Source: an optimization exercise on an open RTL-to-GDS flow (aim: small area, a short achievable clock period and few clock cycles). Production flows keep margins and buffers that such runs may drop. Function was checked by simulation only, so behaviour that the tests miss may differ from the original. Power is estimated from default activity; no workload was simulated.

===== flow/run.sh =====
#!/bin/bash
# Standard layout, with plain buffers on the ports instead of the default delay-cell buffers.
set -euo pipefail
bash standard.sh BUFFER_PORTS_ARGS="-buffer_cell sky130_fd_sc_hd__buf_1" finish > standard.log 2>&1

===== standard.sh =====
#!/bin/bash
# synth_recipe.tcl (not shown) runs the flow's synth.tcl, then flattens the netlist and writes it again
# the make line also repeats each setting of config.mk as NAME=value (left out here)
make -C /OpenROAD-flow-scripts/flow DESIGN_CONFIG=/design/flow/config.mk WORK_HOME=/design/flow/orfs CLKGATE_MAP_FILE= SYNTH_SCRIPT=/design/flow/synth_recipe.tcl "${@:-finish}"

===== config.mk =====
export PLATFORM = sky130hd
export DESIGN_NAME = div32
export DESIGN_NICKNAME = div32
export VERILOG_FILES = /design/flow/design.v
export SDC_FILE = /design/flow/constraint.sdc
export NUM_CORES = 8
export LEC_CHECK = 0
export ABC_AREA = 1
export CAP_MARGIN = 20
export CORE_MARGIN = 2
export CORE_UTILIZATION = 40
export CTS_BUF_LIST = sky130_fd_sc_hd__clkbuf_8
export CTS_CLUSTER_SIZE = 16
export PLACE_DENSITY = 0.6
export SETUP_SLACK_MARGIN = 2.7
export SLEW_MARGIN = 20

===== constraint.sdc =====
create_clock -name core_clock -period 5.0 [get_ports {clk}]
set_input_delay 1.0000 -clock core_clock [delete_from_list [all_inputs] [get_ports {clk}]]
set_output_delay 1.0000 -clock core_clock [all_outputs]
set_load 0.01 [all_outputs]

===== design.v =====
`timescale 1ns / 1ps
module div32(
    input clk,
    input rst,
    input start,
    input [31:0] dividend,
    input [31:0] divisor,
    output [31:0] quotient,
    output [31:0] remainder,
    output reg finish
);
reg [31:0] r;       
reg [31:0] q;       
reg [31:0] d;       
reg [4:0]  za;      
reg [5:0]  j;       
reg        norm;    
reg        iter;    
assign quotient  = q;
assign remainder = r;
function [5:0] lzc32;
    input [31:0] x;
    reg [15:0] v1; reg [15:0] c1;
    reg [7:0]  v2; reg [15:0] c2;
    reg [3:0]  v3; reg [11:0] c3;
    reg [1:0]  v4; reg [7:0]  c4;
    integer i;
    begin
        for (i = 0; i < 16; i = i + 1) begin
            v1[i] = x[2*i+1] | x[2*i];
            c1[i] = ~x[2*i+1];
        end
        for (i = 0; i < 8; i = i + 1) begin
            v2[i] = v1[2*i+1] | v1[2*i];
            c2[2*i+:2] = v1[2*i+1] ? {1'b0, c1[2*i+1]} : {1'b1, c1[2*i]};
        end
        for (i = 0; i < 4; i = i + 1) begin
            v3[i] = v2[2*i+1] | v2[2*i];
            c3[3*i+:3] = v2[2*i+1] ? {1'b0, c2[2*(2*i+1)+:2]} : {1'b1, c2[2*(2*i)+:2]};
        end
        for (i = 0; i < 2; i = i + 1) begin
            v4[i] = v3[2*i+1] | v3[2*i];
            c4[4*i+:4] = v3[2*i+1] ? {1'b0, c3[3*(2*i+1)+:3]} : {1'b1, c3[3*(2*i)+:3]};
        end
        lzc32 = {~(v4[1] | v4[0]), v4[1] ? {1'b0, c4[7:4]} : {1'b1, c4[3:0]}};
    end
endfunction
wire [5:0] la = lzc32(dividend);
wire [5:0] lb = lzc32(divisor);
wire [4:0] sp = j[4:0] | ~za;                     
wire [4:0] sg = j[4:0] & ~za;                     
wire [5:0] sc;                                    
assign sc[0] = 1'b1;
assign sc[1] = sp[0];
assign sc[2] = sg[1] | (sp[1] & j[0]) | (sp[1] & ~za[0]);
assign sc[3] = sg[2] | (sp[2] & sg[1]) | (sp[2] & sp[1] & sp[0]);
assign sc[4] = sg[3] | (sp[3] & sg[2]) | (sp[3] & sp[2] & sg[1]) | (sp[3] & sp[2] & sp[1] & sp[0]);
assign sc[5] = sg[4] | (sp[4] & sg[3]) | (sp[4] & sp[3] & sg[2]) | (sp[4] & sp[3] & sp[2] & sg[1])
             | (sp[4] & sp[3] & sp[2] & sp[1] & sp[0]);
wire [5:0] sh;                                    
assign sh[0] = j[0] ^ za[0];
assign sh[1] = j[1] ^ (~za[1] ^ sc[1]);
assign sh[2] = j[2] ^ (~za[2] ^ sc[2]);
assign sh[3] = j[3] ^ (~za[3] ^ sc[3]);
assign sh[4] = j[4] ^ (~za[4] ^ sc[4]);
assign sh[5] = ~sc[5];
wire       triv = j[5] | sh[5];                   
wire [31:0] kg = r & ~d;
wire [31:0] kt = r | ~d;
wire kC_0 = r[0] | ~d[0];
wire kC_1 = kg[1] | (kt[1] & r[0]) | (kt[1] & ~d[0]);
wire kG0_3 = kg[3] | (kt[3] & kg[2]);
wire kP0_3 = kt[3] & kt[2];
wire kG0_5 = kg[5] | (kt[5] & kg[4]);
wire kP0_5 = kt[5] & kt[4];
wire kG0_7 = kg[7] | (kt[7] & kg[6]);
wire kP0_7 = kt[7] & kt[6];
wire kG0_9 = kg[9] | (kt[9] & kg[8]);
wire kP0_9 = kt[9] & kt[8];
wire kG0_11 = kg[11] | (kt[11] & kg[10]);
wire kP0_11 = kt[11] & kt[10];
wire kG0_13 = kg[13] | (kt[13] & kg[12]);
wire kP0_13 = kt[13] & kt[12];
wire kG0_15 = kg[15] | (kt[15] & kg[14]);
wire kP0_15 = kt[15] & kt[14];
wire kG0_17 = kg[17] | (kt[17] & kg[16]);
wire kP0_17 = kt[17] & kt[16];
wire kG0_19 = kg[19] | (kt[19] & kg[18]);
wire kP0_19 = kt[19] & kt[18];
wire kG0_21 = kg[21] | (kt[21] & kg[20]);
wire kP0_21 = kt[21] & kt[20];
wire kG0_23 = kg[23] | (kt[23] & kg[22]);
wire kP0_23 = kt[23] & kt[22];
wire kG0_25 = kg[25] | (kt[25] & kg[24]);
wire kP0_25 = kt[25] & kt[24];
wire kG0_27 = kg[27] | (kt[27] & kg[26]);
wire kP0_27 = kt[27] & kt[26];
wire kG0_29 = kg[29] | (kt[29] & kg[28]);
wire kP0_29 = kt[29] & kt[28];
wire kG0_31 = kg[31] | (kt[31] & kg[30]);
wire kP0_31 = kt[31] & kt[30];
wire kQ_2 = kg[2] | (kt[2] & kg[1]);
wire kR_2 = kt[2] & kt[1];
wire kC_2 = kQ_2 | (kR_2 & kC_0);
wire kG1_3 = kG0_3 | (kP0_3 & kC_1);
wire kG1_6 = kg[6] | (kt[6] & kG0_5);
wire kP1_6 = kt[6] & kP0_5;
wire kG1_7 = kG0_7 | (kP0_7 & kG0_5);
wire kP1_7 = kP0_7 & kP0_5;
wire kG1_10 = kg[10] | (kt[10] & kG0_9);
wire kP1_10 = kt[10] & kP0_9;
wire kG1_11 = kG0_11 | (kP0_11 & kG0_9);
wire kP1_11 = kP0_11 & kP0_9;
wire kG1_14 = kg[14] | (kt[14] & kG0_13);
wire kP1_14 = kt[14] & kP0_13;
wire kG1_15 = kG0_15 | (kP0_15 & kG0_13);
wire kP1_15 = kP0_15 & kP0_13;
wire kG1_18 = kg[18] | (kt[18] & kG0_17);
wire kP1_18 = kt[18] & kP0_17;
wire kG1_19 = kG0_19 | (kP0_19 & kG0_17);
wire kP1_19 = kP0_19 & kP0_17;
wire kG1_22 = kg[22] | (kt[22] & kG0_21);
wire kP1_22 = kt[22] & kP0_21;
wire kG1_23 = kG0_23 | (kP0_23 & kG0_21);
wire kP1_23 = kP0_23 & kP0_21;
wire kG1_26 = kg[26] | (kt[26] & kG0_25);
wire kP1_26 = kt[26] & kP0_25;
wire kG1_27 = kG0_27 | (kP0_27 & kG0_25);
wire kP1_27 = kP0_27 & kP0_25;
wire kG1_30 = kg[30] | (kt[30] & kG0_29);
wire kP1_30 = kt[30] & kP0_29;
wire kG1_31 = kG0_31 | (kP0_31 & kG0_29);
wire kP1_31 = kP0_31 & kP0_29;
wire kQ_4 = kg[4] | (kt[4] & kg[3]);
wire kR_4 = kt[4] & kt[3];
wire kC_4 = kQ_4 | (kR_4 & kC_2);
wire kG2_5 = kG0_5 | (kP0_5 & kG1_3);
wire kG2_6 = kG1_6 | (kP1_6 & kG1_3);
wire kG2_7 = kG1_7 | (kP1_7 & kG1_3);
wire kG2_12 = kg[12] | (kt[12] & kG1_11);
wire kP2_12 = kt[12] & kP1_11;
wire kG2_13 = kG0_13 | (kP0_13 & kG1_11);
wire kP2_13 = kP0_13 & kP1_11;
wire kG2_14 = kG1_14 | (kP1_14 & kG1_11);
wire kP2_14 = kP1_14 & kP1_11;
wire kG2_15 = kG1_15 | (kP1_15 & kG1_11);
wire kP2_15 = kP1_15 & kP1_11;
wire kG2_20 = kg[20] | (kt[20] & kG1_19);
wire kP2_20 = kt[20] & kP1_19;
wire kG2_21 = kG0_21 | (kP0_21 & kG1_19);
wire kP2_21 = kP0_21 & kP1_19;
wire kG2_22 = kG1_22 | (kP1_22 & kG1_19);
wire kP2_22 = kP1_22 & kP1_19;
wire kG2_23 = kG1_23 | (kP1_23 & kG1_19);
wire kP2_23 = kP1_23 & kP1_19;
wire kG2_28 = kg[28] | (kt[28] & kG1_27);
wire kP2_28 = kt[28] & kP1_27;
wire kG2_29 = kG0_29 | (kP0_29 & kG1_27);
wire kP2_29 = kP0_29 & kP1_27;
wire kG2_30 = kG1_30 | (kP1_30 & kG1_27);
wire kP2_30 = kP1_30 & kP1_27;
wire kG2_31 = kG1_31 | (kP1_31 & kG1_27);
wire kP2_31 = kP1_31 & kP1_27;
wire kQ_8 = kg[8] | (kt[8] & kg[7]);
wire kR_8 = kt[8] & kt[7];
wire kC_8 = kQ_8 | (kR_8 & kG2_6);
wire kG3_9 = kG0_9 | (kP0_9 & kG2_7);
wire kG3_10 = kG1_10 | (kP1_10 & kG2_7);
wire kG3_11 = kG1_11 | (kP1_11 & kG2_7);
wire kG3_12 = kG2_12 | (kP2_12 & kG2_7);
wire kG3_13 = kG2_13 | (kP2_13 & kG2_7);
wire kG3_14 = kG2_14 | (kP2_14 & kG2_7);
wire kG3_15 = kG2_15 | (kP2_15 & kG2_7);
wire kG3_24 = kg[24] | (kt[24] & kG2_23);
wire kP3_24 = kt[24] & kP2_23;
wire kG3_25 = kG0_25 | (kP0_25 & kG2_23);
wire kP3_25 = kP0_25 & kP2_23;
wire kG3_26 = kG1_26 | (kP1_26 & kG2_23);
wire kP3_26 = kP1_26 & kP2_23;
wire kG3_27 = kG1_27 | (kP1_27 & kG2_23);
wire kP3_27 = kP1_27 & kP2_23;
wire kG3_28 = kG2_28 | (kP2_28 & kG2_23);
wire kP3_28 = kP2_28 & kP2_23;
wire kG3_29 = kG2_29 | (kP2_29 & kG2_23);
wire kP3_29 = kP2_29 & kP2_23;
wire kG3_30 = kG2_30 | (kP2_30 & kG2_23);
wire kP3_30 = kP2_30 & kP2_23;
wire kG3_31 = kG2_31 | (kP2_31 & kG2_23);
wire kP3_31 = kP2_31 & kP2_23;
wire kQ_16 = kg[16] | (kt[16] & kg[15]);
wire kR_16 = kt[16] & kt[15];
wire kC_16 = kQ_16 | (kR_16 & kG3_14);
wire kG4_17 = kG0_17 | (kP0_17 & kG3_15);
wire kG4_18 = kG1_18 | (kP1_18 & kG3_15);
wire kG4_19 = kG1_19 | (kP1_19 & kG3_15);
wire kG4_20 = kG2_20 | (kP2_20 & kG3_15);
wire kG4_21 = kG2_21 | (kP2_21 & kG3_15);
wire kG4_22 = kG2_22 | (kP2_22 & kG3_15);
wire kG4_23 = kG2_23 | (kP2_23 & kG3_15);
wire kG4_24 = kG3_24 | (kP3_24 & kG3_15);
wire kG4_25 = kG3_25 | (kP3_25 & kG3_15);
wire kG4_26 = kG3_26 | (kP3_26 & kG3_15);
wire kG4_27 = kG3_27 | (kP3_27 & kG3_15);
wire kG4_28 = kG3_28 | (kP3_28 & kG3_15);
wire kG4_29 = kG3_29 | (kP3_29 & kG3_15);
wire kG4_30 = kG3_30 | (kP3_30 & kG3_15);
wire kG4_31 = kG3_31 | (kP3_31 & kG3_15);
wire [32:0] sub;
assign sub[0] = r[0] ^ d[0];
assign sub[1] = r[1] ^ (~d[1] ^ kC_0);
assign sub[2] = r[2] ^ (~d[2] ^ kC_1);
assign sub[3] = r[3] ^ (~d[3] ^ kC_2);
assign sub[4] = r[4] ^ (~d[4] ^ kG1_3);
assign sub[5] = r[5] ^ (~d[5] ^ kC_4);
assign sub[6] = r[6] ^ (~d[6] ^ kG2_5);
assign sub[7] = r[7] ^ (~d[7] ^ kG2_6);
assign sub[8] = r[8] ^ (~d[8] ^ kG2_7);
assign sub[9] = r[9] ^ (~d[9] ^ kC_8);
assign sub[10] = r[10] ^ (~d[10] ^ kG3_9);
assign sub[11] = r[11] ^ (~d[11] ^ kG3_10);
assign sub[12] = r[12] ^ (~d[12] ^ kG3_11);
assign sub[13] = r[13] ^ (~d[13] ^ kG3_12);
assign sub[14] = r[14] ^ (~d[14] ^ kG3_13);
assign sub[15] = r[15] ^ (~d[15] ^ kG3_14);
assign sub[16] = r[16] ^ (~d[16] ^ kG3_15);
assign sub[17] = r[17] ^ (~d[17] ^ kC_16);
assign sub[18] = r[18] ^ (~d[18] ^ kG4_17);
assign sub[19] = r[19] ^ (~d[19] ^ kG4_18);
assign sub[20] = r[20] ^ (~d[20] ^ kG4_19);
assign sub[21] = r[21] ^ (~d[21] ^ kG4_20);
assign sub[22] = r[22] ^ (~d[22] ^ kG4_21);
assign sub[23] = r[23] ^ (~d[23] ^ kG4_22);
assign sub[24] = r[24] ^ (~d[24] ^ kG4_23);
assign sub[25] = r[25] ^ (~d[25] ^ kG4_24);
assign sub[26] = r[26] ^ (~d[26] ^ kG4_25);
assign sub[27] = r[27] ^ (~d[27] ^ kG4_26);
assign sub[28] = r[28] ^ (~d[28] ^ kG4_27);
assign sub[29] = r[29] ^ (~d[29] ^ kG4_28);
assign sub[30] = r[30] ^ (~d[30] ^ kG4_29);
assign sub[31] = r[31] ^ (~d[31] ^ kG4_30);
assign sub[32] = ~kG4_31;
wire        ge  = ~sub[32];
wire        take = iter & ge;
wire [31:0] flip = {32{take}} & (r ^ sub[31:0]);
always @(posedge clk or posedge rst) begin
    if (rst) begin
        finish <= 1'b0;
        norm   <= 1'b0;
        iter   <= 1'b0;
    end else if (start) begin
        finish <= 1'b0;
        norm   <= 1'b1;
        iter   <= 1'b0;
    end else if (norm) begin
        norm   <= 1'b0;
        finish <= triv;
        iter   <= ~triv;
    end else if (iter) begin
        if (j[4:0] == 5'd0) begin
            iter   <= 1'b0;
            finish <= 1'b1;
        end
    end
end
always @(posedge clk) begin
    za <= la[4:0];
    if (start) begin
        r <= dividend;
        d <= divisor;
        j <= lb;
    end else begin
        if (norm & j[5]) r <= 32'b0;      
        else             r <= r ^ flip;
        if (norm) begin
            d <= d << sh[4:0];
            j <= sh;
        end else begin
            d <= d >> 1;
            j <= j - 6'd1;
        end
    end
    if (norm)      q <= 32'b0;
    else if (iter) q <= {q[30:0], ge};
end
endmodule

==> run summary, run 1 <==
The growth of design area from synthesis to finish was 15.75%; the number of buffers between clock root and the deepest sink was 2. The flow ran to the end and the layout has no timing, DRC or antenna violations. For this configuration, the core starts out at a cell density of 40.93%.

The number of buffers added to fix hold violations after cts was 0. In the layout the commonest cells are nand2_1 (473), nor2_1 (168), inv_1 (148). The cell taking the most area after synthesis was dfxtp_1.

In the final layout, the multi-input gates occupy 0.005280 mm^2. Once detail routing completed, the nets flagged for antenna violations numbered 0. Along the worst path, the maximum fanout reaches 25.

After floorplanning, the core was sized to cover 0.02030 mm^2. The die width was 148.1 um; the register-to-register setup slack was 2.81 ns. The tools report the number of fill cells in the layout as 2,254. The pin count of the biggest net entering global routing is 56, and the relative max-transition margin is 51.84%. After synthesis, the cell types taking the most area are dfxtp_1 (25%), nand2_1 (22%), nor2_1 (7.8%).

Setup repair after global routing could not meet its margin everywhere. Post-synthesis average cell area: 5.790 um^2. The category of the worst setup path launch point is a register.

The run gives 0 as the antenna cell count. At the end of routability-driven placement, the weighted congestion stood at 0.9508. The first-pass GRT wire length is 47.15 mm, and the actual transition at the worst max-transition pin is 0.7224 ns. The full die area was 0.02194 mm^2; the number of synthesized register bits was 110. The signal on the critical path passes through inv_2 > ha_4 > inv_1 > nand2_1 > nand2_2 > buf_12 > inv_6 > o21ai_0 > inv_1 > nand2_1 > o21ai_1 > nand2_1 > nand3_1 > nand3_1. Cells fill 47.38% of the core in the end. For the number of slew-limit violations in the final report, the log shows 0. Dividing the detail-routed via count by the number of cells gives 5.336. The initialized floorplan defines 52 standard-cell rows. The count of yosys warnings during synthesis came out at 1. Timing would allow up to 0.4564 GHz. The logs give 0.008309 mm^2 for the area of the mapped netlist and 0.01546 ns for the maximum clock skew at final layout. Global routing consumed, over all layers together, 27.16% of the routing resources. The top cell type by area accounts for 25.30% of the synthesized area.

Number of synthesized flops with an enable pin: 2. Number of global-route vias before repair: 8,907. The routed design has 30.66 mm of wire. The share of cells above drive strength 1 is 9.073%, and the number of buffers created by CTS is 9. The tools report the clock latency reported for the late side of the worst-skew pair as 0.41 ns.

The largest vdd supply drop is 0.1554 mV, and the max-cap check violation count is 0. The post-synthesis net count came out at 1,505. The most common cell after layout, fill and taps aside is nand2_1. Of the synthesized area, sequential elements account for 26.92%. The run gives 9,792 as the number of vias after detailed routing. After synthesis, the netlist uses 50 different library cells. For this run, the leading register cell type out of synthesis is dfxtp_1.

Most frequent cell on the critical path: nand2_1. Adding up every negative setup slack in the final design gives 0 ns. The H-tree was split into 3 levels.

The sequential cell area in the final layout came out at 0.002245 mm^2. The tightest hold path in the finished design has a slack of 0.4281 ns. On the worst path, the slowest cell contributes a delay of 0.33 ns. The number of antenna violations at the first check in global routing came out at 0. After clock tree synthesis, the clock-pin slew on the worst setup and hold paths is 0.12 ns. The tools report the number of remaining DRC errors as 0. Number of port buffers: 131. The worst path arrival time was 2.37 ns; the power density over the cells was 457.4 mW/mm^2.

Count of final hold-check violations: 0. STA classifies the critical path endpoint as a register. After the last flow step, the layout net total stands at 1,630. In the finished design, the share of the clock period the worst path needs comes to 43.82%. TritonCTS built the clock tree. Critical setup path kind: reg2reg.

The class of the tightest hold or removal check is in2async. The worst-path cell with the longest stage delay is dfxtp_1. Setup violations remaining at the end of the flow were counted as 0.

The worst path needs 2.191 ns of the cycle, external delays included. In the final routed layout, each cell accounts on average for 16.71 um. From bottom edge to top edge, the die measures 148.1 um.

Clock tree synthesis selected as its root buffer the cell clkbuf_8. For this run, the detailed router's first-pass iteration total came to 5. In the synthesized netlist, the number of instances is 1,435. The required time at the worst-slack endpoint is 5.18 ns. The analysis attributes to cell leakage a power of 0.004656 uW.

The clock net in this run drives a total of 110 sinks. For this run, asynchronously set or reset flops after synthesis account for 2.727%. The total grt overflow came out at 0. The HPWL after detailed placement is 21.82 mm. For this block, the initial DRC count from the detailed router was 811.

During I/O placement, the number of pins put on the boundary was 132.
cells in the mapped netlist (all sizes together), types with 11 or more instances:
cell and count:
a21oi 60, a22oi 20, buf 32, clkbuf 24
dfxtp 105, inv 172, nand2 492, nand3 85
nand3b 15, nor2 180, nor3 11, o21ai 157
report_power, final:
part | internal (uW) | switching [uW]
registers | 1050 | 203
logic | 888 | 1710
clock network | 189 | 362
registers in the layout (all words and copies together) (netlist names):
| signal | flops |
|---|---|
| d | 32 |
| finish | 1 |
| iter | 1 |
| j | 6 |
| norm | 1 |
| q | 32 |
| r | 32 |
| za | 5 |
kinds of logic (layout without fill, tap and decap cells):
group,after synthesis,count (layout),share of synthesized area [%]
flops,110,110,26.92
compound gates,272,273,18.82
simple gates,801,802,40.11
xor+xnor,15,15,1.671
mux,5,5,0.6023
fa+ha+maj,3,3,0.4518
buf+inv,229,357,11.41
routing by layer:
metal / vias to the layer above / share of wire [%] / global-route usage (%)
li1: 4846 / - / -
met1: 4424 / 44 / 36.87
met2: 449 / 43 / 42.22
met3: 73 / 8.3 / 4.785
met4: 0 / 4.3 / 12.29
met5: - / 0 / 0
repair_timing:
action                                  4_1_cts  5_1_grt
gates cloned                                  3        4
resized for setup                            23       41
buffers inserted                             13       10
pin swaps                                     4        9
endpoints found under the setup margin       67       67
metrics by stage:
step	setup WS [ns]	cells	total power, uW	instance area (um^2)
2_1_floorplan	2.722	1435	2961	8309
3_3_place_gp	1.947	1789	3534	8916
3_5_place_dp	1.892	1789	3538	8916
4_1_cts	2.700	1821	4192	9338
5_1_grt	2.627	1835	4766	9618
6_report	2.809	1835	4400	9618
final cells by class:
type,count,share of cell area (%)
multi-input combinational,1098,54.90
sequential,110,23.34
timing repair buffer,166,9.314
inverter,173,6.947
tap,270,3.512
clock buffer,9,1.288
clock inverter,7,0.5724
timing repair inverter,2,0.1301
worst max-delay path, delay by kind of cell, from the launching register on:
family | cells | cell delay (ns)
and+or+nand+nor | 6 | 0.52
adders and majority gates | 1 | 0.16
DFF | 1 | 0.33
AOI/OAI and AO/OA | 2 | 0.26
buffers and inverters | 5 | 0.64
final timing paths:
kind,end,cells after the start,from
hold / removal,finish,2,rst
setup reg to reg,d[30],14,j[0]
min in group core_clock,q[0],2,q[0]
hold reg to reg,q[0],2,q[0]
max in group asynchronous,iter,2,rst
setup / recovery,d[30],14,j[0]
Testbench counts, summed over its fixed seeds: cycles 47,977.
==> run 2, diff against run 1 <==
--- a/config.mk
+++ b/config.mk
@@ -11,5 +11,5 @@
 export CORE_UTILIZATION = 40
 export CTS_BUF_LIST = sky130_fd_sc_hd__clkbuf_8
-export CTS_CLUSTER_SIZE = 16
+export CTS_CLUSTER_DIAMETER = 40
 export PLACE_DENSITY = 0.6
 export SETUP_SLACK_MARGIN = 2.7
==> run 2 against run 1 <==
Sequential share of layout area is the same. Combinational power is essentially flat. Still clean on timing, DRC and antenna. Clock-buffer cell count is the same. Worst hold slack is the same. Global-route usage is the same. Area after synthesis is the same. Critical path type unchanged. Core utilization is the same.
==> run summary, run 2 <==
The flow ran to the end and the layout has no timing, DRC or antenna violations. At the pin with the least slew margin, the transition time is 0.7224 ns. For the met2 routing resource usage after global routing, the log shows 42.22%.

In this run the power density over the cells is 457.4 mW/mm^2. Share of cells above drive strength 1: 9.073%. Summing the areas of all and, or, nand and nor instances in the mapped netlist gives 40.11% of the synthesized area. Max-cap violations in this run came to 0. For the highest clock rate, the log shows 0.4564 GHz.

The tools report the number of antenna violations at the first check in global routing as 0. Setup repair after global routing could not meet its margin everywhere. Counting every net in the synthesized netlist gives 1,505. Worst-path cell with the longest stage delay: dfxtp_1. The root buffer cell chosen for the clock tree is clkbuf_8.

The logs give 0 for the number of slew-limit violations in the final report and 0.9508 for the global placer's final weighted congestion. In the post-route analysis, the smallest setup slack over all paths is 2.809 ns. Walking the worst path, the cells encountered are inv_2 > ha_4 > inv_1 > nand2_1 > nand2_2 > buf_12 > inv_6 > o21ai_0 > inv_1 > nand2_1 > o21ai_1 > nand2_1 > nand3_1 > nand3_1. The full die area was 0.02194 mm^2. Counting cells, the worst reg-to-reg path comes to 14. The tools report the share of synthesized area occupied by flip-flops and latches as 26.92%.

After routing, the total negative slack on setup checks comes to 0 ns. For this design the static power due to leakage is 0.004656 uW. The number of global-route vias before repair is 8,907.

The pre-antenna-repair detailed-routing pass consisted of 5 iterations. The largest vdd supply drop was 0.1554 mV. The endpoint type of the worst setup path was a register. In this run, distinct cell masters in the synthesized netlist total 50. Among all cell types in the netlist, the one instantiated most often is nand2_1.

The portion of synthesized area spent on multiplexers is 0.6023%. The first-pass GRT wire length came out at 47.15 mm. The total grt overflow was 0; the number of synthesized flops with an enable pin was 2. The cell count after synthesis came out at 1,435. By count the netlist is led by nand2_1 (476), nor2_1 (173), inv_1 (155), o21ai_0 (129), dfxtp_1 (105).

The summed area of non-filler cells in the final layout is 0.009618 mm^2, and the growth of design area from synthesis to finish is 15.75%. The worst setup path is launched from a register. The floorplan step defined a core boundary enclosing 0.02030 mm^2. After clock tree synthesis, the clock-pin slew on the worst setup and hold paths is 0.12 ns.

The busiest layer in global routing was met2. After detailed routing, the average wire length per cell comes to 16.71 um. The worst register-to-register path ends at d[30]. For the violation count after the first detailed-route iteration, the log shows 811.

Main combinational cell family by area after synthesis: simple AND/OR/NAND/NOR gates. The count of final hold-check violations was 0; the post-synthesis adder-cell area fraction was 0.4517%. The floorplan has 52 rows.

The worst path arrival time was 2.37 ns. The count of yosys warnings during synthesis came out at 1. The logs give 5.18 ns for the required time at the worst-slack endpoint and 4.785% for the met3 track utilization from global routing. Dividing the final minimum period by the clock period gives 43.82%. The average instance in the mapped netlist occupies 5.790 um^2. Setup violations remaining at the end of the flow were counted as 0. Leaving out filler cells and counting taps, the final layout contains 1,835. The largest registers in the layout are d: 32 flops, q: 32 flops, r: 32 flops. By area the synthesized netlist is led by dfxtp_1 (25%), nand2_1 (22%), nor2_1 (7.8%).

The setup check on the worst reg-to-reg path leaves a slack of 2.81 ns. The met1 usage was 36.87%; the shortest clock period the worst path allows after layout was 2.191 ns. The clock passes through at most 2 buffers. The share of flip-flops with an asynchronous set or reset is 2.727%, and the count of placed standard cells including taps is 1,789.

For the post-place instance area, the log shows 0.008916 mm^2. The synthesized netlist occupies a cell area of 0.008309 mm^2. Detailed routing inserted a total of 9,792 vias. The library cell used most frequently in the layout, excluding fill and tap cells, is nand2_1. The flip-flop cell with the highest count after synthesis was dfxtp_1. The tightest min-delay check is of the in2async type. The xor/xnor cell area share of the yosys netlist was 1.671%. In this run the tightest slew margin relative to its limit is 51.84%.

In this design, the stage delay of the slowest critical-path cell is 0.33 ns. The tools report the total I/O pin count as 132. The most numerous cell type found on the critical path is nand2_1. Counting flops and latches in the post-synthesis netlist gives 110. dfxtp_1 takes more of the synthesized area than any other cell.

The run gives 27.16% as the overall fraction of global-route tracks in use. The clock drives 110 sinks. The initial utilization of the core area, before any placement, comes to 40.93%. The run gives 1.892 ns as the setup slack at placement.

The critical path is of the reg2reg type. In this run, CTS created clock tree buffers numbering 9. The area share of the largest cell type after synthesis works out to 25.30%. In the layout the commonest cells are nand2_1 (473), nor2_1 (168), inv_1 (148).

The total number of H-tree levels was 3; the detailed placement HPWL was 21.82 mm. The net total in the final layout is 1,630, and the pin count of the biggest net entering global routing is 56. For the antenna cell count, the log shows 0.

The top fanout value on the critical path was 25. TritonCTS built the clock tree. During placement, the flow inserted port buffers numbering 131. Using the TritonRoute via totals, the vias-per-cell ratio works out to 5.336. The final antenna-violating net count was 0. For this run, design rule violations remaining after detail routing come to 0. Across the routed clock network, the largest skew measured is 0.01546 ns. The source of the worst register-to-register timing path is j[0]. At the later pin of the worst-skew pair, clock insertion delay measures 0.41 ns. From left edge to right edge, the die measures 148.1 um. The final layout contains routed wiring with a total length of 30.66 mm. The compound-gate portion of the synthesized area came out at 18.82%. From bottom edge to top edge, the die measures 148.1 um.
## run 2: logic make-up (layout without fill, tap and decap cells)
group | after synthesis | in the layout
buffers and inverters | 229 | 357
DFF | 110 | 110
xor gates and xnor gates | 15 | 15
muxes | 5 | 5
adders and majority gates | 3 | 3
AOI/OAI and AO/OA | 272 | 273
and+or+nand+nor | 801 | 802
## run 2: worst max-delay path by stage
stage,start,slack (ns),endpoint
floorplan,divisor[30],2.72,j[0]
global placement,start,1.95,r[1]
detailed placement,start,1.89,r[1]
CTS,divisor[30],2.70,j[0]
global route,j[0],2.63,d[26]
finish,j[0],2.81,d[30]
## run 2: repair_timing
| action | CTS | global route |
|---|---|---|
| hold buffers | 0 | 0 |
| cloned | 3 | 4 |
| gates resized for setup | 23 | 41 |
| setup endpoints to repair | 67 | 67 |
| pin swaps | 4 | 9 |
| buffers inserted | 13 | 10 |
## run 2: layer usage
metal / routed length [um] / up-vias
met5: 0 / -
met4: 1309 / 0
met3: 2540 / 73
met2: 13290 / 449
met1: 13510 / 4424
li1: - / 4846
## run 2: area by class of cell
type	instances	area, um^2
Fill cell	2254	10680
Multi-Input combinational cell	1098	5280
Sequential cell	110	2245
Timing Repair Buffer	166	895.9
Inverter	173	668.1
Tap cell	270	337.8
Clock buffer	9	123.9
Clock inverter	7	55.05
Timing Repair inverter	2	12.51
## run 2: per-stage QoR
stage,utilization (%),hold slack (ns),power (uW)
finish,47.38,0.4281,4400
floorplan,-,0.4613,2961
global route,47.38,0.4315,4766
global placement,43.92,0.4777,3534
CTS,46.00,0.4138,4192
detailed placement,43.92,0.4854,3538
## run 2: power breakdown
| part | internal (uW) | switching [uW] | total, uW |
|---|---|---|---|
| clock | 189 | 362 | 551 |
| combinational | 888 | 1710 | 2590 |
| sequential | 1050 | 203 | 1260 |
| total | 2130 | 2270 | 4400 |
## run 2: worst max-delay path: cells and delay by family (launching register included)
kind                       cells  cell delay, ns
buffers and inverters          5            0.64
and+or+nand+nor                6            0.52
DFF                            1            0.33
AOI/OAI and AO/OA              2            0.26
adders and majority gates      1            0.16
==> run 3, diff against run 2 <==
--- a/config.mk
+++ b/config.mk
@@ -11,5 +11,5 @@
 export CORE_UTILIZATION = 40
 export CTS_BUF_LIST = sky130_fd_sc_hd__clkbuf_8
-export CTS_CLUSTER_DIAMETER = 40
+export GPL_ROUTABILITY_DRIVEN = 0
 export PLACE_DENSITY = 0.6
 export SETUP_SLACK_MARGIN = 2.7
==> run 3 against run 2 <==
Still clean. Setup slack worse by 0.028 ns. Clock power is 2% higher. Clock skew is 0.0036 ns lower. Core utilization is 0.36 points lower. Maximum frequency is 1.3% lower. Wire length is 0.80% lower. Clock-buffer cell count is 1 higher.
==> run summary, run 3 <==
Class of the tightest hold or removal check: in2async. Summed over all layers, the global routing overflow is 0. The synthesized design contains 110 register bits. The share of the Yosys chip area taken by registers is 26.92%. The die width came out at 148.1 um. Setup violations remaining at the end of the flow were counted as 0.

In this run the worst path has a maximum fanout of 55. The post-synthesis adder-cell area fraction is 0.4517%. The actual transition at the worst max-transition pin is 0.7943 ns.

The area of the mapped netlist is 0.008309 mm^2, and the number of antenna violations at the first check in global routing is 0. The pin count of the biggest net entering global routing is 56. Once placement completed, the tool counted placed cells totaling 1,789. In this design, the stage delay of the slowest critical-path cell is 0.37 ns. The vertical die dimension is 148.1 um, and the filler-free cell count of the finished design is 1,827. The initial core utilization came out at 40.93%.

The run gives 0 as the number of remaining DRC errors. In the final layout, the registers with the most flip-flops are d: 32 flops, q: 32 flops, r: 32 flops. The growth of design area from synthesis to finish came out at 14.88%. For this run, the top clock speed supported by timing is 0.4505 GHz. For the finished layout, the period the worst path requires is 2.220 ns. Input and output buffers added on the ports amount to 131. STA classifies the critical path startpoint as an input pin. The number of sinks on the clock net was 110. The clock latency reported for the late side of the worst-skew pair was 0.40 ns; the number of buffers created by CTS was 9. The number of buffers added to fix hold violations after cts was 0. Endpoint type of the worst setup path: a register. The H-tree was split into 3 levels.

When the netlist entered floorplanning its net count stood at 1,505. Sorting the synthesized cells by area gives the leading types as dfxtp_1 (25%), nand2_1 (22%), nor2_1 (7.8%). Number of vias after detailed routing: 9,632. Setup repair after global routing left no endpoint under its margin. After the last flow step, the layout net total stands at 1,622. Number of slew-limit violations in the final report: 0. After filler insertion, the fill cell instance count of the layout stands at 2,234.

The full die area is 0.02194 mm^2, and the final clock period utilization by the worst path is 44.39%. The most used flip-flop cell after synthesis is dfxtp_1. For this run, asynchronously set or reset flops after synthesis account for 2.727%. In this run, synthesis inferred 2 flip-flops with an integrated enable. The floorplan has 52 rows. Max-cap violations in this run came to 0. The area of the core is 0.02030 mm^2.

For the final wirelength, the log shows 30.41 mm. Dividing the detail-routed wire length by the instance count gives 16.65 um. The logs give 0.004619 uW for the leakage component of the power and 2.57 ns for the worst path arrival time. The tools report the violation count after the first detailed-route iteration as 887. The first-pass GRT wire length came out at 45.66 mm.

The flow ran to the end and the layout has no timing, DRC or antenna violations. TritonCTS built the clock tree. In this run the tightest slew margin relative to its limit is 47.05%.

The most common cell after layout, fill and taps aside was nand2_1. The critical setup path kind was in2reg. The longest clock path from root to sink contains 2 buffers. The final antenna-violating net count was 0.

Summed over all instances, the cell type with the most area after synthesis is dfxtp_1. For the detailed placement HPWL, the log shows 22.02 mm. The root cell of the clock tree is clkbuf_8. The kind of cell with the highest combined delay along the critical path is buffers and inverters.

Xor/xnor cell area share of the yosys netlist: 1.671%. The most used standard cell by instance count after synthesis is nand2_1. Walking the worst path, the cells encountered are clkbuf_2 > clkbuf_8 > nor2_1 > clkinvlp_4 > o21ai_0 > a21oi_1 > nand2_1. The tools report the largest vdd supply drop as 0.1762 mV.

The portion of netlist area occupied by mux cells is 0.6023%, and the power density over the cells is 454.4 mW/mm^2. The average instance in the mapped netlist occupies 5.790 um^2. Global routing consumed, over all layers together, 26.60% of the routing resources. For the number of distinct standard cells referenced by the synthesized netlist, the log shows 50. In the layout the commonest cells are nand2_1 (474), nor2_1 (169), inv_1 (150).

After clock tree synthesis, the clock-pin slew on the worst setup and hold paths is 0.12 ns. The number of buffers and inverters on the critical path is 3. The cell count after synthesis came out at 1,435.

The required time at the worst-slack endpoint was 5.35 ns; the first-pass detailed-route iteration total was 5. Counting instances in the post-synthesis netlist gives the leading cell types as nand2_1 (476), nor2_1 (173), inv_1 (155), o21ai_0 (129), dfxtp_1 (105). In the final layout, the share of cells above drive strength 1 is 8.478%. The run gives 0 as the count of final hold-check violations. The clock arrives with 0.01190 ns of skew.

Main combinational cell family by area after synthesis: simple AND/OR/NAND/NOR gates. The simple-gate area share of the yosys netlist works out to 40.11%. After routing, the total negative slack on setup checks comes to 0 ns. 0 antenna diodes ended up in the layout. The run gives 8,597 as the number of global-route vias before repair. The total I/O pin count was 132; the vias per cell was 5.272.

The compound-gate portion of the synthesized area was 18.82%. The count of yosys warnings during synthesis came out at 1. The worst-path cell with the longest stage delay was o21ai_0.

The top cell type by area accounts for 25.30% of the synthesized area.
==> run 3: changes by cell type in the layout (fill, tap and decap cells not counted), sizes merged <==
cell      previous run  this run
clkinv               4         3
inv                173       172
clkbuf              14        13
buf                161       153
clkinvlp             5         6
bufbuf               0         1
nand2              493       494
==> run 3: metal layers <==
layer	GRT usage (%)	vias up	part of all wire, %	routed length (um)
li1	-	4845	-	-
met1	34.29	4292	43	13010
met2	43.13	431	44	13470
met3	5.644	64	8.8	2670
met4	11.38	0	4.1	1259
met5	0	-	0	0
==> run 3: repair_timing <==
item                       in CTS  in global routing
setup endpoints to repair      65                 66
gates cloned                    4                  3
gates resized for setup        22                 40
setup buffers                   9                  6
pin swaps                       4                  7
==> run 3: final timing paths <==
kind / from / cells after the start / slack [ns] / to
worst max-delay path: start / 7 / 2.78 / d[19]
worst min-delay path: rst / 2 / 0.42 / iter
worst max register to register: d[13] / 13 / 2.82 / r[24]
worst min register to register: q[0] / 2 / 0.50 / q[0]
max in group asynchronous: rst / 2 / 4.45 / iter
min in group core_clock: q[0] / 2 / 0.50 / q[0]
==> run 3: final cells by class <==
type / instances / area (um^2) / area share [%]
Timing Repair inverter: 2 / 12.51 / 0.1311
Multi-Input combinational cell: 1099 / 5278 / 55.29
Sequential cell: 110 / 2252 / 23.59
Timing Repair Buffer: 157 / 807.0 / 8.455
Clock inverter: 6 / 51.30 / 0.5374
Clock buffer: 10 / 137.6 / 1.442
Tap cell: 270 / 337.8 / 3.539
Inverter: 173 / 669.4 / 7.013
==> run 3: logic make-up after synthesis <==
group | count (synthesis)
XOR/XNOR | 15
AO/OA/AOI/OAI | 272
adder cells (fa/ha/maj) | 3
buffers and inverters | 229
AND/OR/NAND/NOR | 801
flip-flops | 110
multiplexers | 5
==> run 3: metrics by stage <==
step                total power (uW)  cell area (um^2)  worst slack [ns]  hold WS, ns  utilization [%]
floorplan                       2961              8309             2.722       0.4613                -
global placement                3512              8916             1.826       0.4771            43.92
detailed placement              3519              8916             1.780       0.4815            43.92
CTS                             4192              9340             2.705       0.4048            46.01
global route                    4711              9545             2.690       0.4314            47.02
finish                          4337              9545             2.780       0.4160            47.02
==> run 3: report_power, final <==
part           switching [uW]  internal (uW)  leakage, uW
Sequential                205           1060     0.000935
Clock                     358            205    0.0000996
Combinational            1660            854      0.00358
Total                    2220           2110      0.00462
==> run 4, diff against run 3 <==
--- a/config.mk
+++ b/config.mk
@@ -7,9 +7,9 @@
 export LEC_CHECK = 0
 export ABC_AREA = 1
+export ABC_CLOCK_PERIOD_IN_PS = 2200
 export CAP_MARGIN = 20
 export CORE_MARGIN = 2
 export CORE_UTILIZATION = 40
 export CTS_BUF_LIST = sky130_fd_sc_hd__clkbuf_8
-export GPL_ROUTABILITY_DRIVEN = 0
 export PLACE_DENSITY = 0.6
 export SETUP_SLACK_MARGIN = 2.7
==> run 4 against run 3 <==
Wire length rose by 0.81%. Global-route usage increased by 0.56 points. Worst hold slack gained 0.012 ns. Core utilization rose by 0.36 points. Combinational power up 3%. Clock power shrank 2%. Clock skew is 0.0036 ns higher. First-iteration DRC count decreased by 8.6%. Sequential power hardly changed. Area after synthesis unchanged. Critical path type is now reg2reg. Largest cell class unchanged.
==> run summary, run 4 <==
The run gives 8,907 as the number of global-route vias before repair. Relative to the synthesized area, the layout overhead comes to 15.75%. Yosys attributes the largest share of cell area to dfxtp_1 (25%), nand2_1 (22%), nor2_1 (7.8%). The net total in the final layout came out at 1,630. Vertical die dimension: 148.1 um.

Routed signal wires occupy layers up through met4. The full die area is 0.02194 mm^2. In the finished design, the share of the clock period the worst path needs comes to 43.82%. The total overflow left after global routing is 0. The run gives 2.540 mm as the wire length on met3.

The row count was 52; the shortest clock period the worst path allows after layout was 2.191 ns. The number of nets handed over by synthesis was 1,505. After detailed routing, the wire length on met1 is 13.51 mm.

Cells fill 47.38% of the core in the end. The worst register-to-register path ends at d[30]. The required time at the worst-slack endpoint was 5.18 ns. Before CTS, the worst setup slack after placement is 1.892 ns. The flow ran to the end and the layout has no timing, DRC or antenna violations. The run gives 2.809 ns as the worst path setup slack after routing. After detailed placement, the total cell area comes to 0.008916 mm^2. For this block, the initial DRC count from the detailed router was 811.

The worst setup path is launched from a register. The largest registers in the layout are d: 32 flops, q: 32 flops, r: 32 flops. During I/O placement, the number of pins put on the boundary was 132.

TritonCTS built the clock tree. The vias per cell is 5.336. The root cell of the clock tree was clkbuf_8.

For the antenna cell count, the log shows 0. The number of port buffers came out at 131. The run gives 0 ns as the aggregate negative setup slack. The run gives 0 as the max-cap check violation count.

In this run the remaining antenna-violating nets after routing total 0. The run gives 0 as the setup violation total in the final timing report. The cell taking the most area after synthesis is dfxtp_1.

Dividing total power by cell area gives a power density of 457.4 mW/mm^2. The number of synthesized flops with an enable pin came out at 2. The share of cells above drive strength 1 works out to 9.073%. The analysis attributes to cell leakage a power of 0.004656 uW. Counting cells, the worst reg-to-reg path comes to 14. Entering global routing, the biggest net connects 56 pins.

The highest clock rate is 0.4564 GHz. Count of yosys warnings during synthesis: 1. The wire length per cell came out at 16.71 um. The top fanout value on the critical path came out at 25. The commonest cells after synthesis are nand2_1 (476), nor2_1 (173), inv_1 (155), o21ai_0 (129), dfxtp_1 (105).

The HPWL after detailed placement is 21.82 mm. For the area of the mapped netlist, the log shows 0.008309 mm^2. The clock latency reported for the late side of the worst-skew pair is 0.41 ns, and the number of buffers between clock root and the deepest sink is 2.

The global placer's final weighted congestion is 0.9508. The multi-input combinational cells in the finished layout cover a total of 0.005280 mm^2. The number of antenna violations at the first check in global routing was 0. The most used flip-flop cell after synthesis is dfxtp_1.

nand2_1 is the most common cell in the netlist. At the pin with the least slew margin, the transition time is 0.7224 ns. The total number of H-tree levels came out at 3. The initial core utilization is 40.93%. The post-synthesis average cell area is 5.790 um^2. In this run, CTS created clock tree buffers numbering 9.

STA classifies the critical path endpoint as a register. The min-delay analysis places its worst path in the category in2async. Data on the critical path arrives at its endpoint at 2.37 ns. The run gives 47.15 mm as the first-pass GRT wire length. The number of buffers added to fix hold violations after cts was 0; the cell count after synthesis was 1,435. The count of final hold-check violations was 0; the number of fill cells in the layout was 2,254. Total length of routed met2 wires: 13.29 mm.

The run gives 0.1554 mV as the largest vdd supply drop. After routing the design area is 0.009618 mm^2. The clock net in this run drives a total of 110 sinks. The final wirelength was 30.66 mm. Headroom to the max-slew limit came out at 51.84%.

The region available for standard cell placement spans 0.02030 mm^2. The setup check on the worst reg-to-reg path leaves a slack of 2.81 ns. Setup repair after global routing could not meet its margin everywhere. The overall fraction of global-route tracks in use came out at 27.16%. The critical setup path kind is reg2reg. In the layout the commonest cells are nand2_1 (473), nor2_1 (168), inv_1 (148). The logs give 50 for the number of distinct standard cells referenced by the synthesized netlist and 0 for the number of slew-limit violations in the final report.

The first detailed-routing pass ran for 5 iterations. In the routed design, unresolved DRC markers number 0. The sequential cell area in the final layout was 0.002245 mm^2; the number of synthesized register bits was 110. The share of synthesized area occupied by flip-flops and latches came out at 26.92%. Summed over its instances, the top area cell type makes up 25.30% of the synthesized netlist area.

The number of vias after detailed routing is 9,792, and the die width is 148.1 um. Of all flip-flops after synthesis, the portion carrying an async set or reset was 2.727%. The startpoint identified for the worst register-to-register timing path is j[0]. Clock transition at the registers of the reported paths: 0.12 ns.

The library cell used most frequently in the layout, excluding fill and tap cells, is nand2_1. Clock skew on the completed layout was measured at 0.01546 ns.
run 4: cell counts after synthesis:
Identical to the previous run, type by type.
run 4: power breakdown:
| group | leakage [uW] | total (uW) | switching, uW | internal, uW |
|---|---|---|---|---|
| combinational | 0.00363 | 2590 | 1710 | 888 |
| clock | 0.0000949 | 551 | 362 | 189 |
| sequential | 0.000935 | 1260 | 203 | 1050 |
| total | 0.00466 | 4400 | 2270 | 2130 |
run 4: critical path, cell delays in order, from the launching register on:
cell     delay [ns]
dfxtp_1        0.33
inv_2          0.14
ha_4           0.16
inv_1          0.04
nand2_1        0.06
nand2_2        0.11
buf_12         0.18
inv_6          0.18
o21ai_0        0.13
inv_1          0.10
nand2_1        0.05
o21ai_1        0.13
nand2_1        0.13
nand3_1        0.11
nand3_1        0.06
run 4: worst max-delay path by stage:
stage	slack [ns]	to	start
after floorplan	2.72	j[0]	divisor[30]
after global placement	1.95	r[1]	start
after detailed placement	1.89	r[1]	start
after CTS	2.70	j[0]	divisor[30]
after global routing	2.63	d[26]	j[0]
final	2.81	d[30]	j[0]
run 4: final cells by class:
type,count,share of cell area (%)
multi-input combinational,1098,54.90
sequential,110,23.34
timing repair buffer,166,9.314
inverter,173,6.947
tap,270,3.512
clock buffer,9,1.288
clock inverter,7,0.5724
timing repair inverter,2,0.1301
run 4: cells by family (layout without fill, tap and decap cells):
family | Yosys count | after routing | synth area share (%)
simple gates | 801 | 802 | 40.11
xor+xnor | 15 | 15 | 1.671
buf+inv | 229 | 357 | 11.41
fa+ha+maj | 3 | 3 | 0.4518
flops | 110 | 110 | 26.92
compound gates | 272 | 273 | 18.82
mux | 5 | 5 | 0.6023
run 4: metrics by stage:
stage / total power [uW] / cells / hold slack, ns
global route: 4766 / 1835 / 0.4315
global placement: 3534 / 1789 / 0.4777
detailed placement: 3538 / 1789 / 0.4854
finish: 4400 / 1835 / 0.4281
floorplan: 2961 / 1435 / 0.4613
CTS: 4192 / 1821 / 0.4138
run 4: routing by layer:
layer / up-vias / GRT usage, %
met1: 4424 / 36.87
met2: 449 / 42.22
met5: - / 0
li1: 4846 / -
met3: 73 / 4.785
met4: 0 / 12.29
run 4: repair_timing:
| action | 4_1_cts | 5_1_grt |
|---|---|---|
| pin swaps | 4 | 9 |
| buffers inserted | 13 | 10 |
| resized for setup | 23 | 41 |
| gates cloned | 3 | 4 |
| setup endpoints to repair | 67 | 67 |
==> run 5, diff against run 4 <==
--- a/config.mk
+++ b/config.mk
@@ -7,5 +7,5 @@
 export LEC_CHECK = 0
 export ABC_AREA = 1
-export ABC_CLOCK_PERIOD_IN_PS = 2200
+export ABC_CLOCK_PERIOD_IN_PS = 1800
 export CAP_MARGIN = 20
 export CORE_MARGIN = 2
==> run 5 against run 4 <==
Sequential share of layout area is the same. Sequential cell count unchanged. Combinational power is essentially flat. Setup slack stayed put. Highest routed layer unchanged.
==> run summary, run 5 <==
The run finished with no timing, DRC or antenna violations. The power density over the cells works out to 457.4 mW/mm^2. After synthesis, flip-flops and latches occupy 26.92% of the total area. The most used standard cell by instance count after synthesis was nand2_1. The tools report the number of slew-limit violations in the final report as 0. The run gives 1,789 as the count of placed standard cells including taps.

Summing over every cut layer, the via total after detailed routing is 9,792. The run gives 27.16% as the overall fraction of global-route tracks in use. The endpoint type of the worst setup path was a register. Among cell families on the critical path, the largest total delay comes from buffers and inverters. The run gives 1 as the count of yosys warnings during synthesis.

The initial core utilization came out at 40.93%. The congestion estimate from routability-driven global placement came to 0.9508. The count of final hold-check violations is 0, and the top fanout value on the critical path is 25.

Source of the worst register-to-register timing path: j[0]. The share of flip-flops with an asynchronous set or reset is 2.727%. The met1 usage was 36.87%.

Using the TritonRoute via totals, the vias-per-cell ratio works out to 5.336. For this run, the top clock speed supported by timing is 0.4564 GHz. Shortest clock period the worst path allows after layout: 2.191 ns.

The post-synthesis average cell area was 5.790 um^2; the met2 routing resource usage after global routing was 42.22%. The root buffer cell chosen for the clock tree is clkbuf_8. The max-cap check violation count is 0, and the largest stage delay on the critical path is 0.33 ns. After global routing the overflow that remains totals 0.

Yosys attributes the largest share of cell area to dfxtp_1 (25%), nand2_1 (22%), nor2_1 (7.8%). The worst setup path is launched from a register. In this run, distinct cell masters in the synthesized netlist total 50. Synthesis produced 1,435 cells.

The number of synthesized register bits is 110. The top cell types in the final layout, fill and taps aside, are nand2_1 (473), nor2_1 (168), inv_1 (148). For the number of global-route vias before repair, the log shows 8,907.

The signal on the critical path passes through inv_2 > ha_4 > inv_1 > nand2_1 > nand2_2 > buf_12 > inv_6 > o21ai_0 > inv_1 > nand2_1 > o21ai_1 > nand2_1 > nand3_1 > nand3_1. Port buffering added 131 buffers. The die covers 0.02194 mm^2. In this run the register-to-register setup slack is 2.81 ns. The tools report the area of the mapped netlist as 0.008309 mm^2.

The critical path starts at j[0]. The number of antenna violations at the first check in global routing is 0, and the leakage component of the power is 0.004656 uW. The floorplan step defined a core boundary enclosing 0.02030 mm^2.

The number of buffers added to fix hold violations after cts came out at 0. Clock-pin slew was measured on the worst setup and hold paths at 0.12 ns. Filler-free cell count of the finished design: 1,835.

After synthesis, the most frequently instantiated cells are nand2_1 (476), nor2_1 (173), inv_1 (155), o21ai_0 (129), dfxtp_1 (105). After detailed routing, the number of remaining DRC violations is 0. The pin count of the biggest net entering global routing is 56, and the clock latency reported for the late side of the worst-skew pair is 0.41 ns.

The slowest stage of the critical path belongs to the cell dfxtp_1. TritonCTS built the clock tree. The library cell used most frequently in the layout, excluding fill and tap cells, is nand2_1. For the worst setup path, the data required time is 5.18 ns. The final wirelength came out at 30.66 mm. By instance count, the cell type seen most on the critical path is nand2_1. The final clock period utilization by the worst path was 43.82%; the antenna cell count was 0.

The tools report the capture instance of the worst register-to-register path as d[30]. In the final layout, the registers with the most flip-flops are d: 32 flops, q: 32 flops, r: 32 flops. Dividing the detail-routed wire length by the instance count gives 16.71 um. Count of buffer and inverter cells on the critical path: 5.

The class of the tightest hold or removal check was in2async. Area share of the largest cell type after synthesis: 25.30%. In this run the number of cells on the critical path is 14. In this run the tightest slew margin relative to its limit is 51.84%. The total I/O pin count was 132. The busiest layer in global routing is met2.

Setup repair after global routing could not meet its margin everywhere. Counting along the longest clock path gives a buffer depth of 2. The final antenna-violating net count came out at 0.

CTS built an H-tree with a depth of 3. In the final layout, the share of cells above drive strength 1 is 9.073%. Setup violations remaining at the end of the flow were counted as 0. The synthesized design contains 2 enable-type register cells. The first-pass detailed-route iteration total came out at 5. At the end of the flow, the number of nets in the layout was 1,630.

The violation count after the first detailed-route iteration is 811, and the detailed placement HPWL is 21.82 mm. The row count was 52. The most used flip-flop cell after synthesis is dfxtp_1. The cell taking the most area after synthesis is dfxtp_1.

The critical setup path kind was reg2reg. Counting cells, the worst reg-to-reg path comes to 14. The clock drives 110 sinks. IR analysis of the VDD net gives a maximum drop of 0.1554 mV. The post-synthesis net count was 1,505. For the pin with the worst max-slew slack, the measured transition is 0.7224 ns. Global routing consumed, on the met3 layer, 4.785% of the routing resources. The die width is 148.1 um. Counting the buffers created by CTS gives 9. First-pass GRT wire length: 47.15 mm.

The worst path arrival time was 2.37 ns. The floorplan step set the die height to 148.1 um. The area growth from synthesis to layout is 15.75%.

The tools report the aggregate negative setup slack as 0 ns. The clock arrives with 0.01546 ns of skew.
[run 5: cell counts after synthesis]
No cell type changed its count.
[run 5: worst reg2reg max path, delay by kind of cell (launching register included)]
kind,cells,cell delay [ns]
AO/OA/AOI/OAI,2,0.27
buffers and inverters,5,0.66
AND/OR/NAND/NOR,6,0.52
adder cells (fa/ha/maj),1,0.16
flip-flops,1,0.33
[run 5: area by class of cell]
| class | count | area [um^2] |
|---|---|---|
| flip-flops and latches | 110 | 2245 |
| repair inverters | 2 | 12.51 |
| well taps | 270 | 337.8 |
| repair buffers | 166 | 895.9 |
| fillers | 2254 | 10680 |
| multi-input cells | 1098 | 5280 |
| clock inverters | 7 | 55.05 |
| clock buffers | 9 | 123.9 |
| inverters | 173 | 668.1 |
[run 5: stage by stage]
stage	instance area (um^2)	util [%]	setup slack [ns]	total power (uW)	hold WS [ns]
2_1_floorplan	8309	-	2.722	2961	0.4613
3_3_place_gp	8916	43.92	1.947	3534	0.4777
3_5_place_dp	8916	43.92	1.892	3538	0.4854
4_1_cts	9338	46.00	2.700	4192	0.4138
5_1_grt	9618	47.38	2.627	4766	0.4315
6_report	9618	47.38	2.809	4400	0.4281
[run 5: kinds of logic (layout without fill, tap and decap cells)]
kind of cell | Yosys count | count (layout) | share of synthesized area [%]
and+or+nand+nor | 801 | 802 | 40.11
AOI/OAI and AO/OA | 272 | 273 | 18.82
buffers and inverters | 229 | 357 | 11.41
DFF | 110 | 110 | 26.92
xor gates and xnor gates | 15 | 15 | 1.671
muxes | 5 | 5 | 0.6023
adders and majority gates | 3 | 3 | 0.4518
[run 5: metal layers]
layer  routed length [um]  vias to the layer above
met1                13510                     4424
met5                    0                        -
met2                13290                      449
met4                 1309                        0
li1                     -                     4846
met3                 2540                       73
[run 5: worst max path at each step]
stage	end	slack (ns)
final	d[30]	2.81
after global routing	d[26]	2.63
after CTS	j[0]	2.70
after detailed placement	r[1]	1.89
after global placement	r[1]	1.95
after floorplan	j[0]	2.72
[run 5: repair_timing]
action	in CTS	in global routing
cloned	3	4
pin swaps	4	9
endpoints found under the setup margin	67	67
gates resized for setup	23	41
setup buffers	13	10
[run 5: report_power, final]
group / internal [uW] / switching [uW] / total [uW]
Combinational: 888 / 1710 / 2590
Clock: 189 / 362 / 551
Sequential: 1050 / 203 / 1260
Total: 2130 / 2270 / 4400
==> run 6, diff against run 5 <==
--- a/config.mk
+++ b/config.mk
@@ -7,5 +7,5 @@
 export LEC_CHECK = 0
 export ABC_AREA = 1
-export ABC_CLOCK_PERIOD_IN_PS = 1800
+export ABC_CLOCK_PERIOD_IN_PS = 3000
 export CAP_MARGIN = 20
 export CORE_MARGIN = 2
==> run 6 against run 5 <==
Still clean on timing, DRC and antenna. Synthesized cell count unchanged. Combinational power about the same. Design area unchanged. Critical endpoint unchanged. Largest cell class unchanged. Largest power group unchanged.
==> run summary, run 6 <==
The setup slack at placement is 1.892 ns, and the worst path arrival time is 2.37 ns. The summed area of non-filler cells in the final layout is 0.009618 mm^2. Traced cell by cell, the critical path runs through inv_2 > ha_4 > inv_1 > nand2_1 > nand2_2 > buf_12 > inv_6 > o21ai_0 > inv_1 > nand2_1 > o21ai_1 > nand2_1 > nand3_1 > nand3_1.

Leaving out fill and tap cells, the most frequent cell in the layout is nand2_1. Of the post-synthesis cell area, the dominant cell type holds 25.30%. Global routing finished with a remaining overflow of 0.

0 antenna diodes ended up in the layout. The required time at the worst-slack endpoint was 5.18 ns; the largest stage delay on the critical path was 0.33 ns. The vias per cell works out to 5.336. TritonCTS built the clock tree.

Compared with the post-synthesis result, the final layout area differs by 15.75%. Hold repair after CTS inserted 0 buffers. Power spread over the standard cell area amounts to 457.4 mW/mm^2. The count of nets left with antenna violations once routing finished came out at 0. Synthesis handed over a netlist of 1,435 instances.

The logs give 811 for the violation count after the first detailed-route iteration and 47.15 mm for the first-pass GRT wire length. The wire length per cell was 16.71 um. The logs give 52 for the row count and 27.16% for the overall fraction of global-route tracks in use.

Die width: 148.1 um. The most frequent cell on the critical path was nand2_1. The share of cells above drive strength 1 was 9.073%; the share of flip-flops with an asynchronous set or reset was 2.727%.

The setup violation total in the final timing report is 0, and the first-pass detailed-route iteration total is 5. The logs give 0.008916 mm^2 for the post-place instance area and 40.93% for the initial core utilization. Highest clock rate: 0.4564 GHz. The largest individual stage delay along the critical path comes from the cell dfxtp_1. The congestion estimate from routability-driven global placement came to 0.9508.

The min-delay analysis places its worst path in the category in2async. Measured on the finished design, the core utilization comes to 47.38%. The worst register-to-register path begins at j[0]. Measured against its own limit, the worst slew margin works out to 51.84%. The average instance in the mapped netlist occupies 5.790 um^2. The detailed router put a total of 13.51 mm of wire on met1.

Synthesis inferred 110 register bits. The library cells used most frequently in the layout, excluding fill and tap cells, are nand2_1 (473), nor2_1 (168), inv_1 (148). The total number of H-tree levels is 3.

The run finished with no timing, DRC or antenna violations. Setup total negative slack on the finished layout was measured at 0 ns. Once routing completed, OpenROAD measured the worst setup slack at 2.809 ns.

The logs give 0 for the max-cap check violation count and 1,505 for the post-synthesis net count. The layout has 2,254 filler cells. TritonCTS created 9 clock buffers. In the synthesized netlist, the cells that appear most often are nand2_1 (476), nor2_1 (173), inv_1 (155), o21ai_0 (129), dfxtp_1 (105).

Input and output buffers added on the ports amount to 131. The clock drives 110 sinks. The most used standard cell by instance count after synthesis was nand2_1. The pin count of the biggest net entering global routing is 56.

STA classifies the critical path endpoint as a register. The worst path needs 2.191 ns of the cycle, external delays included. The die covers 0.02194 mm^2. The cell family contributing the most delay on the critical path is buffers and inverters.

Along the worst path, the maximum fanout reaches 25. Counting both buffers and inverters, the worst setup path holds a total of 5. The run gives 0.01546 ns as the maximum clock skew at final layout. After detailed routing, the met3 layer carries 2.540 mm of wire.

After clock tree synthesis, the clock-pin slew on the worst setup and hold paths is 0.12 ns. Among all flip-flop cells after synthesis, the most frequent one is dfxtp_1. After synthesis, flip-flops and latches occupy 26.92% of the total area.

The worst register-to-register path ends at d[30]. The largest registers in the layout are d: 32 flops, q: 32 flops, r: 32 flops. Setup repair after global routing could not meet its margin everywhere.

Counting cells, the worst reg-to-reg path comes to 14. The sum of internal, switching and leakage power is 4400 uW, and the net total in the final layout is 1,630. For the number of buffers between clock root and the deepest sink, the log shows 2.

In this run the standard cell core region covers 0.02030 mm^2. The tools report the total I/O pin count as 132. Leakage component of the power: 0.004656 uW. VDD sags by at most 0.1554 mV.

The run gives 8,907 as the number of global-route vias before repair. The vertical die dimension is 148.1 um. The clock latency reported for the late side of the worst-skew pair was 0.41 ns; the final wirelength was 30.66 mm.

At the pin with the least slew margin, the transition time is 0.7224 ns. The detailed router used layers up to and including met4. After detailed routing, the number of remaining DRC violations is 0.

The register-to-register setup slack was 2.81 ns; the area of the mapped netlist was 0.008309 mm^2. STA classifies the critical path startpoint as a register. The setup path with the least slack is of type reg2reg. Summed over all nets, the half-perimeter wirelength after detailed placement is 21.82 mm. Counting flops with a built-in enable in the synthesized netlist gives 2. The cell taking the most area after synthesis is dfxtp_1. Yosys attributes the largest share of cell area to dfxtp_1 (25%), nand2_1 (22%), nor2_1 (7.8%). The run gives 0 as the number of antenna violations at the first check in global routing. The logs give 1 for the count of yosys warnings during synthesis and 0 for the count of final hold-check violations. The run gives 0 as the number of slew-limit violations in the final report.

The routed layout has 9,792 vias. Of the available clock period, the critical path in the final layout requires 43.82%. Number of distinct standard cells referenced by the synthesized netlist: 50. The tree is rooted in a clkbuf_8. Wire segments on met2 add up to 13.29 mm in the final route.
[run 6: cell counts in the layout (fill, tap and decap cells not counted)]
No cell type changed its count.
[run 6: kinds of logic after synthesis]
| family | count (synthesis) | share of synthesized area, % |
|---|---|---|
| adder cells (fa/ha/maj) | 3 | 0.4518 |
| AND/OR/NAND/NOR | 801 | 40.11 |
| flip-flops | 110 | 26.92 |
| AO/OA/AOI/OAI | 272 | 18.82 |
| XOR/XNOR | 15 | 1.671 |
| buffers and inverters | 229 | 11.41 |
| multiplexers | 5 | 0.6023 |
[run 6: worst max path at each step]
stage | startpoint | endpoint | depth (start not counted)
final | j[0] | d[30] | 14
after floorplan | divisor[30] | j[0] | 8
after detailed placement | start | r[1] | 7
after global placement | start | r[1] | 7
after CTS | divisor[30] | j[0] | 9
after global routing | j[0] | d[26] | 15
[run 6: what timing repair did]
item / 4_1_cts / 5_1_grt
endpoints found under the setup margin: 67 / 67
gates cloned: 3 / 4
pin swaps: 4 / 9
gates resized for setup: 23 / 41
setup buffers: 13 / 10
[run 6: layout make-up]
type | instances | area (um^2) | area share [%]
clock buffer | 9 | 123.9 | 1.288
clock inverter | 7 | 55.05 | 0.5724
inverter | 173 | 668.1 | 6.947
multi-input combinational | 1098 | 5280 | 54.90
sequential | 110 | 2245 | 23.34
tap | 270 | 337.8 | 3.512
timing repair buffer | 166 | 895.9 | 9.314
timing repair inverter | 2 | 12.51 | 0.1301
[run 6: power breakdown]
part	total, uW	switching, uW	internal (uW)
Sequential	1260	203	1050
Combinational	2590	1710	888
Clock	551	362	189
[run 6: through the flow]
stage               hold WS [ns]  instances
finish                    0.4281       1835
global route              0.4315       1835
detailed placement        0.4854       1789
floorplan                 0.4613       1435
CTS                       0.4138       1821
global placement          0.4777       1789
[run 6: layer usage]
layer / global-route usage (%) / vias to the layer above
met5: 0 / -
met4: 12.29 / 0
met3: 4.785 / 73
met2: 42.22 / 449
met1: 36.87 / 4424
li1: - / 4846
==> run 7, diff against run 6 <==
--- a/config.mk
+++ b/config.mk
@@ -7,10 +7,9 @@
 export LEC_CHECK = 0
 export ABC_AREA = 1
-export ABC_CLOCK_PERIOD_IN_PS = 3000
 export CAP_MARGIN = 20
 export CORE_MARGIN = 2
 export CORE_UTILIZATION = 40
 export CTS_BUF_LIST = sky130_fd_sc_hd__clkbuf_8
-export PLACE_DENSITY = 0.6
+export PLACE_DENSITY = 0.5
 export SETUP_SLACK_MARGIN = 2.7
 export SLEW_MARGIN = 20
==> run 7 against run 6 <==
Total power up 1.2%. Highest routed layer unchanged. Maximum frequency down 0.68%. Via count down 1.4%. Wire length up 5.8%. Cell count up 0.16%. Global-route usage up 1.4 points. Largest power group unchanged. Sequential cell count unchanged. First-iteration DRC count down 16%. Design area up 0.68%.
==> run summary, run 7 <==
The critical setup path kind was in2reg. The run finished with no timing, DRC or antenna violations. The worst path needs 2.206 ns of the cycle, external delays included. Combinational cells account for 58.8% of the total power. After global routing the overflow that remains totals 0. For this run, the slowest stage of the critical path takes 0.29 ns.

The final layout contains 1,633 nets. The most numerous cell type found on the critical path is nand2_1. The endpoint type of the worst setup path was a register. The top cell types in the final layout, fill and taps aside, are nand2_1 (473), nor2_1 (166), inv_1 (150). For the worst path arrival time, the log shows 2.54 ns.

During I/O placement, the number of pins put on the boundary was 132. The cell taking the most area after synthesis is dfxtp_1. Data on the critical path is required at its endpoint by 5.33 ns.

The most used standard cell by instance count after synthesis was nand2_1. TritonCTS built the clock tree. Synthesis inferred 110 register bits. The overall fraction of global-route tracks in use was 28.56%; the number of vias after detailed routing was 9,655. The number of distinct standard cells referenced by the synthesized netlist came out at 50. After synthesis, the largest family of logic cells by area is simple AND/OR/NAND/NOR gates. Of the total power, registers draw 28.2%. The portion of netlist area occupied by mux cells is 0.6023%, and the post-synthesis adder-cell area fraction is 0.4517%.

Setup violations remaining at the end of the flow were counted as 0. Derived from the worst setup path, the maximum achievable clock frequency is 0.4532 GHz. The top fanout value on the critical path was 5; the filler-free cell count of the finished design was 1,838. The count of final hold-check violations is 0, and the first-pass detailed-route iteration total is 6. The power dissipated by switching net loads is 2321 uW. The number of sinks on the clock net came out at 110. After synthesis, the cell types taking the most area are dfxtp_1 (25%), nand2_1 (22%), nor2_1 (7.8%).

The synthesized design devotes to its leading area cell type 25.30% of total area. The violation count after the first detailed-route iteration is 680. Cell internal power was estimated by the tool at 2134 uW. The worst-case IR drop observed on VDD is 0.1713 mV.

Setup repair after global routing left no endpoint under its margin. The growth of design area from synthesis to finish was 16.53%. The class of the tightest hold or removal check is in2async. The floorplan step set the die height to 148.1 um. For the count of placed standard cells including taps, the log shows 1,789. Dividing the detail-routed wire length by the instance count gives 17.66 um.

Summed over all layers, the routed wires come to 32.45 mm. The run gives 50 as the pin count of the biggest net entering global routing. The largest registers in the layout are d: 32 flops, q: 32 flops, r: 32 flops. STA classifies the critical path startpoint as an input pin.

Count of yosys warnings during synthesis: 1. The number of buffers between clock root and the deepest sink came out at 2.
## run 7: cell counts after synthesis
No cell type changed its count.
## run 7: cell families after synthesis
logic type | after synthesis
adders and majority gates | 3
xor gates and xnor gates | 15
and+or+nand+nor | 801
muxes | 5
AOI/OAI and AO/OA | 272
buffers and inverters | 229
DFF | 110
## run 7: per-stage QoR
stage	utilization [%]	hold slack, ns	worst slack (ns)
after detailed placement	43.92	0.4871	1.581
final	47.70	0.4055	2.794
after CTS	46.31	0.3868	2.701
after floorplan	-	0.4613	2.722
after global placement	43.92	0.4804	1.715
after global routing	47.70	0.4017	2.687
## run 7: per-layer routing
layer  up-vias  global-route usage (%)  share of wire [%]
met5         -                       0                  0
met4         0                   8.571                2.9
met3        48                   3.681                7.0
met2       380                   47.75                 46
met1      4367                   38.59                 44
li1       4860                       -                  -
## run 7: layout make-up
type | instances | area [um^2] | area share (%)
timing repair inverter | 2 | 12.51 | 0.1292
timing repair buffer | 168 | 908.4 | 9.381
multi-input combinational | 1099 | 5315 | 54.89
tap | 270 | 337.8 | 3.489
clock inverter | 7 | 63.81 | 0.6590
inverter | 173 | 668.1 | 6.900
sequential | 110 | 2253 | 23.27
clock buffer | 9 | 123.9 | 1.279
## run 7: path summary, 6_finish.rpt
kind | from | to | slack, ns | cells after the start
min reg2reg | q[0] | q[0] | 0.51 | 2
min in group core_clock | q[0] | q[0] | 0.51 | 2
max | divisor[23] | j[2] | 2.79 | 10
max reg2reg | d[14] | r[17] | 2.82 | 13
min | rst | norm | 0.41 | 2
max in group asynchronous | rst | iter | 4.45 | 2
## run 7: repair_timing
action | in CTS | in global routing
pin swaps | 5 | 7
gates resized for setup | 31 | 55
setup endpoints to repair | 72 | 68
gates cloned | 4 | 5
buffers inserted | 16 | 8
## run 7: power by group through the flow
stage	Clock (uW)	Combinational [uW]	Sequential (uW)
final	579	2620	1250
after floorplan	0	1730	1230
after detailed placement	0	2300	1260
after global routing	621	2950	1280
after CTS	596	2430	1250
after global placement	0	2310	1260

## what the ideal ports hide
The flow's constraints put no driver on any port. The routed layouts listed below were extracted and timed again, unchanged, in two steps.
Step 1 sets driving cells, clkbuf_16 on the clock port and buf_2 on the other inputs (assumed; they add their load-dependent delay and slew).
Step 2 times the ports against the registers' clock, not the clock port: input delays grow and output delays shrink by t, the midpoint of the rising clock arrivals with the driver on.
a / b / c = no drivers / after step 1 / after step 2; a / b = the first two.
| run | t (ns) | setup slack, ns |
|---|---|---|
| run 1 | 0.447 | 2.809 / 2.809 / 2.402 |
| run 2 | 0.447 | 2.809 / 2.809 / 2.402 |
| run 3 | 0.436 | 2.780 / 2.785 / 2.349 |
| run 4 | 0.447 | 2.809 / 2.809 / 2.402 |
| run 5 | 0.447 | 2.809 / 2.809 / 2.402 |
| run 6 | 0.447 | 2.809 / 2.809 / 2.402 |
| run 7 | 0.448 | 2.794 / 2.813 / 2.366 |
After both steps setup and hold are still met in every run listed.
